What follows belongs to an exercise in optimizing a design on an open flow for small area; a production flow would make more cautious choices. Only simulation tests tie the RTL to the original design; equivalence was not proved. The flow treats the clock pin as an ideal source, which a real chip does not have. Power figures rest on the tool's default switching activity, not on a simulated workload.

== run a ==
// lcd_cntrl_top
module lcd_cntrl_top #(
    parameter int DATA_WIDTH = 8,
    parameter int INSTR_WIDTH = 10,
    parameter int PRESCALER_WIDTH = 16
) (
    input clk_i,
    input rst_ni,
    input        [11:0] haddr_i,
    input        [ 1:0] htrans_i,
    input        [31:0] hwdata_i,
    input               hwrite_i,
    output logic [31:0] hrdata_o,
    output logic        hready_out_o,
    output logic        hresp_o,
    input  [DATA_WIDTH-1:0] data_in_i,
    output logic [DATA_WIDTH-1:0] data_out_o,
    output logic                  data_oe_o,
    output logic                  rs_o,
    output logic                  rwb_o,
    output logic                  e_o
);
For scale: ~480 cells after synthesis, ~88 flip-flops, roughly 100 I/O pins, ~4600 um2 of cells after synthesis.
clock: 10.0 ns
lec_check: 0
cap_margin: 20
core_margin: 2
core_utilization: 40
place_density: 0.6
slew_margin: 20
run.sh (not shown) runs the stock make flow with config.mk's settings and CLKGATE_MAP_FILE= SYNTH_SCRIPT=/design/flow/synth_recipe.tcl, a recipe that flattens the netlist after the stock synthesis.
Run a did not stop at any stage, and its layout met the timing, design-rule and antenna checks.
> inputs changed (run a -> run b)
==> flow/flow/run.sh (new file) <==
#!/bin/bash
set -euo pipefail
export BUFFER_PORTS_ARGS="-buffer_cell sky130_fd_sc_hd__buf_1"
export CTS_ARGS="-sink_clustering_enable -sink_clustering_size 100 -sink_clustering_max_diameter 500 -buf_list sky130_fd_sc_hd__clkbuf_16 -dont_use_dummy_load -repair_clock_nets"
bash standard.sh > standard_flow.log 2>&1
==> flow/standard.sh (new file) <==
#!/bin/bash
# synth_recipe.tcl (not shown) runs the flow's synth.tcl, then flattens the netlist and writes it again
# the make line also repeats each setting of config.mk as NAME=value (left out here)
make -C /OpenROAD-flow-scripts/flow DESIGN_CONFIG=/design/flow/config.mk WORK_HOME=/design/flow/orfs CLKGATE_MAP_FILE= SYNTH_SCRIPT=/design/flow/synth_recipe.tcl "${@:-finish}"
removed: flow/run.sh
--- outcome ---
Run b: PASS, flow complete, no timing, DRC or antenna violations
Compared to run a, run b has overall routing resource usage 0.55 points lower.
Compared with run a, run b shows a final cell count that is 6 lower.
| relative contribution of combinational cells to total power | lower: run b |


The RTL this note starts from:
==> flow/design.v <==
`timescale 1ns / 1ns
module lcd_cntrl_top #(
    parameter int DATA_WIDTH = 8,
    parameter int INSTR_WIDTH = 10,
    parameter int PRESCALER_WIDTH = 16
) (
    input clk_i,
    input rst_ni,
    input        [11:0] haddr_i,
    input        [ 1:0] htrans_i,
    input        [31:0] hwdata_i,
    input               hwrite_i,
    output logic [31:0] hrdata_o,
    output logic        hready_out_o,
    output logic        hresp_o,
    input  [DATA_WIDTH-1:0] data_in_i,
    output logic [DATA_WIDTH-1:0] data_out_o,
    output logic                  data_oe_o,
    output logic                  rs_o,
    output logic                  rwb_o,
    output logic                  e_o
);
  logic        a_ok;     
  logic [ 1:0] a_idx;    
  logic        a_wr;     
  logic        err;      
  logic        hready;   
  logic        phy_en;
  logic [ 9:0] instr;
  logic        valid;
  logic [15:0] presc;
  logic [ 7:0] rdata;
  logic        phy_ready;
  logic        addr_hi;
  logic        invalid_trans;
  assign addr_hi       = |haddr_i[11:4];
  assign invalid_trans = htrans_i[1] & (addr_hi |
                         ((haddr_i[3:0] == 4'h4) & hwrite_i & !phy_ready));
  assign hresp_o      = err;
  assign hready_out_o = hready;
  always_ff @(posedge clk_i) begin
    if (!rst_ni) begin
      a_ok <= 1'b0;
      err    <= 1'b0;
      hready <= 1'b1;
    end else begin
      if (htrans_i[1]) a_ok <= !addr_hi & (haddr_i[1:0] == 2'b00);
      hready <= err | !invalid_trans;
      err    <= !hready | (!err & invalid_trans);
    end
  end
  always_ff @(posedge clk_i) begin
    if (htrans_i[1]) begin
      a_idx <= haddr_i[3:2];
      a_wr  <= hwrite_i;
    end else begin
      a_wr  <= 1'b0;
    end
  end
  logic wsel, rsel;
  assign wsel = a_ok & a_wr & !err;
  assign rsel = a_ok & !a_wr & !err;
  always_ff @(posedge clk_i) begin
    if (!rst_ni) begin
      phy_en <= 1'b0;
    end else if (wsel && a_idx == 2'd0) begin
      phy_en <= hwdata_i[0];
    end
  end
  always_ff @(posedge clk_i) begin
    if (!rst_ni) begin
      instr <= '0;
      valid <= 1'b0;
    end else if (valid) begin
      valid <= 1'b0;
    end else if (wsel && a_idx == 2'd1) begin
      instr <= hwdata_i[9:0];
      valid <= 1'b1;
    end
  end
  always_ff @(posedge clk_i) begin
    if (!rst_ni) begin
      presc <= 16'd10;
    end else if (wsel && a_idx == 2'd3) begin
      presc <= hwdata_i[15:0];
    end
  end
  always_comb begin
    hrdata_o = 32'h0;
    if (rsel) begin
      case (a_idx)
        2'd0: hrdata_o[1:0] = {phy_ready, phy_en};
        2'd1: hrdata_o[9:0] = instr;
        2'd2: hrdata_o[7:0] = rdata;
        2'd3: hrdata_o[15:0] = presc;
      endcase
    end
  end
  localparam logic [2:0] S_IDLE = 3'd0;
  localparam logic [2:0] S_AF   = 3'd1;   
  localparam logic [2:0] S_ADDR = 3'd2;
  localparam logic [2:0] S_WD   = 3'd3;
  localparam logic [2:0] S_RD   = 3'd4;
  localparam logic [2:0] S_CAP  = 3'd5;
  localparam logic [2:0] S_EH   = 3'd6;
  logic [ 2:0] state;
  logic [ 5:0] cnt;
  logic [15:0] pcnt;
  logic        busy;      
  logic [ 7:0] wdata;
  logic        adv;
  assign phy_ready = !busy & phy_en;
  assign adv       = valid & phy_ready;
  logic        term;
  logic [ 5:0] cnt_ld;
  logic [ 5:0] cby;      
  always_comb begin
    cby[0] = 1'b1;
    for (int i = 1; i < 6; i++) cby[i] = cby[i-1] & !cnt[i-1];
  end
  assign term = (cnt == 6'd0);
  always_comb begin
    case (state)
      S_ADDR:  cnt_ld = rwb_o ? 6'd36 : 6'd45;
      S_RD:    cnt_ld = 6'd9;
      S_WD:    cnt_ld = 6'd55;
      S_CAP:   cnt_ld = 6'd55;
      default: cnt_ld = 6'd6;
    endcase
  end
  logic [15:0] pcy, pinc;
  logic        tick, clr;
  always_comb begin
    pcy[0] = 1'b1;
    for (int i = 1; i < 16; i++) pcy[i] = pcy[i-1] & pcnt[i-1];
  end
  assign pinc = pcnt ^ pcy;
  assign tick = (pinc == presc) & !(pcy[15] & pcnt[15]);
  assign clr  = (state == S_IDLE) | term;
  always_ff @(posedge clk_i) begin
    if (clr) begin
      cnt  <= cnt_ld;
      pcnt <= '0;
    end else if (tick) begin
      cnt  <= cnt ^ cby;
      pcnt <= '0;
    end else begin
      pcnt <= pinc;
    end
  end
  always_ff @(posedge clk_i or negedge rst_ni) begin
    if (!rst_ni) begin
      state <= S_IDLE;
    end else begin
      case (state)
        S_IDLE:  if (adv) state <= S_AF;
        S_AF:    state <= S_ADDR;
        S_ADDR:  if (term) state <= rwb_o ? S_RD : S_WD;
        S_WD:    if (term) state <= S_EH;
        S_RD:    if (term) state <= S_CAP;
        S_CAP:   if (term) state <= S_EH;
        S_EH:    if (term) state <= adv ? S_AF : S_IDLE;
        default: state <= S_IDLE;
      endcase
    end
  end
  always_ff @(posedge clk_i or negedge rst_ni) begin
    if (!rst_ni) begin
      busy <= 1'b0;
    end else if (adv) begin
      busy <= 1'b1;
    end else if (state == S_EH && cnt == 6'd1) begin
      busy <= 1'b0;
    end
  end
  always_ff @(posedge clk_i) begin
    if (state == S_AF) wdata <= instr[7:0];
  end
  always_ff @(posedge clk_i or negedge rst_ni) begin
    if (!rst_ni) begin
      rs_o       <= 1'b0;
      rwb_o      <= 1'b0;
      e_o        <= 1'b0;
      data_out_o <= '0;
      data_oe_o  <= 1'b0;
    end else begin
      if (state == S_AF) {rs_o, rwb_o} <= instr[9:8];
      e_o <= (state == S_WD) | (state == S_RD) | (state == S_CAP);
      if (state == S_WD) data_out_o <= wdata;
      if (state == S_IDLE || state == S_RD) data_oe_o <= 1'b0;
      else if (state == S_WD) data_oe_o <= 1'b1;
    end
  end
  always_ff @(posedge clk_i or negedge rst_ni) begin
    if (!rst_ni) begin
      rdata <= '0;
    end else if ((state == S_RD && term) || (state == S_CAP && !term)) begin
      rdata <= data_in_i;
    end
  end
endmodule
Settings: LEC_CHECK=0, CAP_MARGIN=0, CORE_MARGIN=2, CORE_UTILIZATION=65, GPL_TIMING_DRIVEN=0, PLACE_DENSITY=0.75, SLEW_MARGIN=0; clock period 10.0 ns.
standard.sh (not shown) runs the stock make flow with config.mk's settings and CLKGATE_MAP_FILE= SYNTH_SCRIPT=/design/flow/synth_recipe.tcl, a recipe that flattens the netlist after the stock synthesis.
==> flow/flow/run.sh <==
#!/bin/bash
# The standard layout (standard.sh) with these changes:
#  - synthesis is the standard flow's (synth_recipe.tcl, ORFS synth.tcl), except that ABC maps
#    the combinational logic with an area-oriented script (flow/abc_area.script);
#    flip-flop mapping, names and everything else are unchanged;
#  - ports are buffered with the smallest buffer (buf_1);
#  - the clock is distributed by four clock buffers, one per group of nearby
#    registers, inserted before CTS (flow/cts_pre.tcl), so TritonCTS adds none;
#  - constant outputs share one tie cell.
set -euo pipefail
W=$PWD
sed "s#^source \$::env(SCRIPTS_DIR)/synth_preamble.tcl\$#&\nset abc_args [lreplace \$abc_args 1 1 $W/flow/abc_area.script]#" \
  "$FLOW_HOME/scripts/synth.tcl" > "$W/flow_orfs_synth.tcl"
grep -q "abc_area.script" "$W/flow_orfs_synth.tcl"
sed "s#^source \$::env(SCRIPTS_DIR)/synth.tcl\$#source $W/flow_orfs_synth.tcl#" synth_recipe.tcl > "$W/flow_synth.tcl"
grep -q "flow_orfs_synth.tcl" "$W/flow_synth.tcl"
sed "s#SYNTH_SCRIPT=[^ ]*#SYNTH_SCRIPT=$W/flow_synth.tcl#" standard.sh > "$W/flow_standard.sh"
grep -q "flow_synth.tcl" "$W/flow_standard.sh"
export BUFFER_PORTS_ARGS="-buffer_cell sky130_fd_sc_hd__buf_1"
export PRE_CTS_TCL="$W/flow/cts_pre.tcl"
export CLK_GROUPS=4
export CLK_BUF=sky130_fd_sc_hd__buf_12
export CTS_ARGS="-sink_clustering_enable -dont_use_dummy_load"
export SKIP_REPAIR_TIE_FANOUT=1
export REMOVE_ABC_BUFFERS=1
bash "$W/flow_standard.sh" > flow_standard.log 2>&1
Other scripts of this flow, unchanged in this note and not shown: flow/flow/abc_area.script, flow/flow/cts_pre.tcl
The baseline finished clean.
Rerun with:
--- a/flow/config.mk
+++ b/flow/config.mk
@@ -10 +10 @@
-export CORE_UTILIZATION = 65
+export CORE_UTILIZATION = 80
@@ -12 +12 @@
-export PLACE_DENSITY = 0.75
+export PLACE_DENSITY = 0.88
Outcome: Via count climbs by 5.5%; cell area drops by 0.61%; cell count drops by 4.0%; hold slack got worse by 7.2 ps; core utilization climbs by 18 points; worst setup slack got worse by 150 ps; routed wire length climbs by 13%; synthesized cell count stays the same; die area drops by 18%; total power climbs by 1.2%.

## re-timing with driven ports
How much do the figures lean on ideal ports? The routed layouts below were timed once more, with nothing changed but the port constraints.
Step 1, drivers: a clkbuf_16 drives clk_i and a buf_2 each remaining input, both assumed.
Step 2 also shifts input and output timing later by t, the mid clock arrival at the registers, as if the neighbouring blocks saw the same clock.
Three values: ideal, step 1, step 2; two values: the first two.
run	t, ns	slack for setup (ns)	worst register clock-pin slew, ns	worst slew at a driven data input, ns	pins driven straight from the clock port
run a	0.377	5.463 / 5.425 / 5.802	0.07 / 0.07	0.04	1
run b	0.377	5.922 / 5.884 / 6.261	0.07 / 0.07	0.05	1
the first run of note 2	0.204	5.009 / 5.009 / 5.009	0.09 / 0.09	0.03	4
the second run of note 2	0.201	4.855 / 4.855 / 4.855	0.09 / 0.09	0.04	4
After both steps every run listed still meets setup and hold.
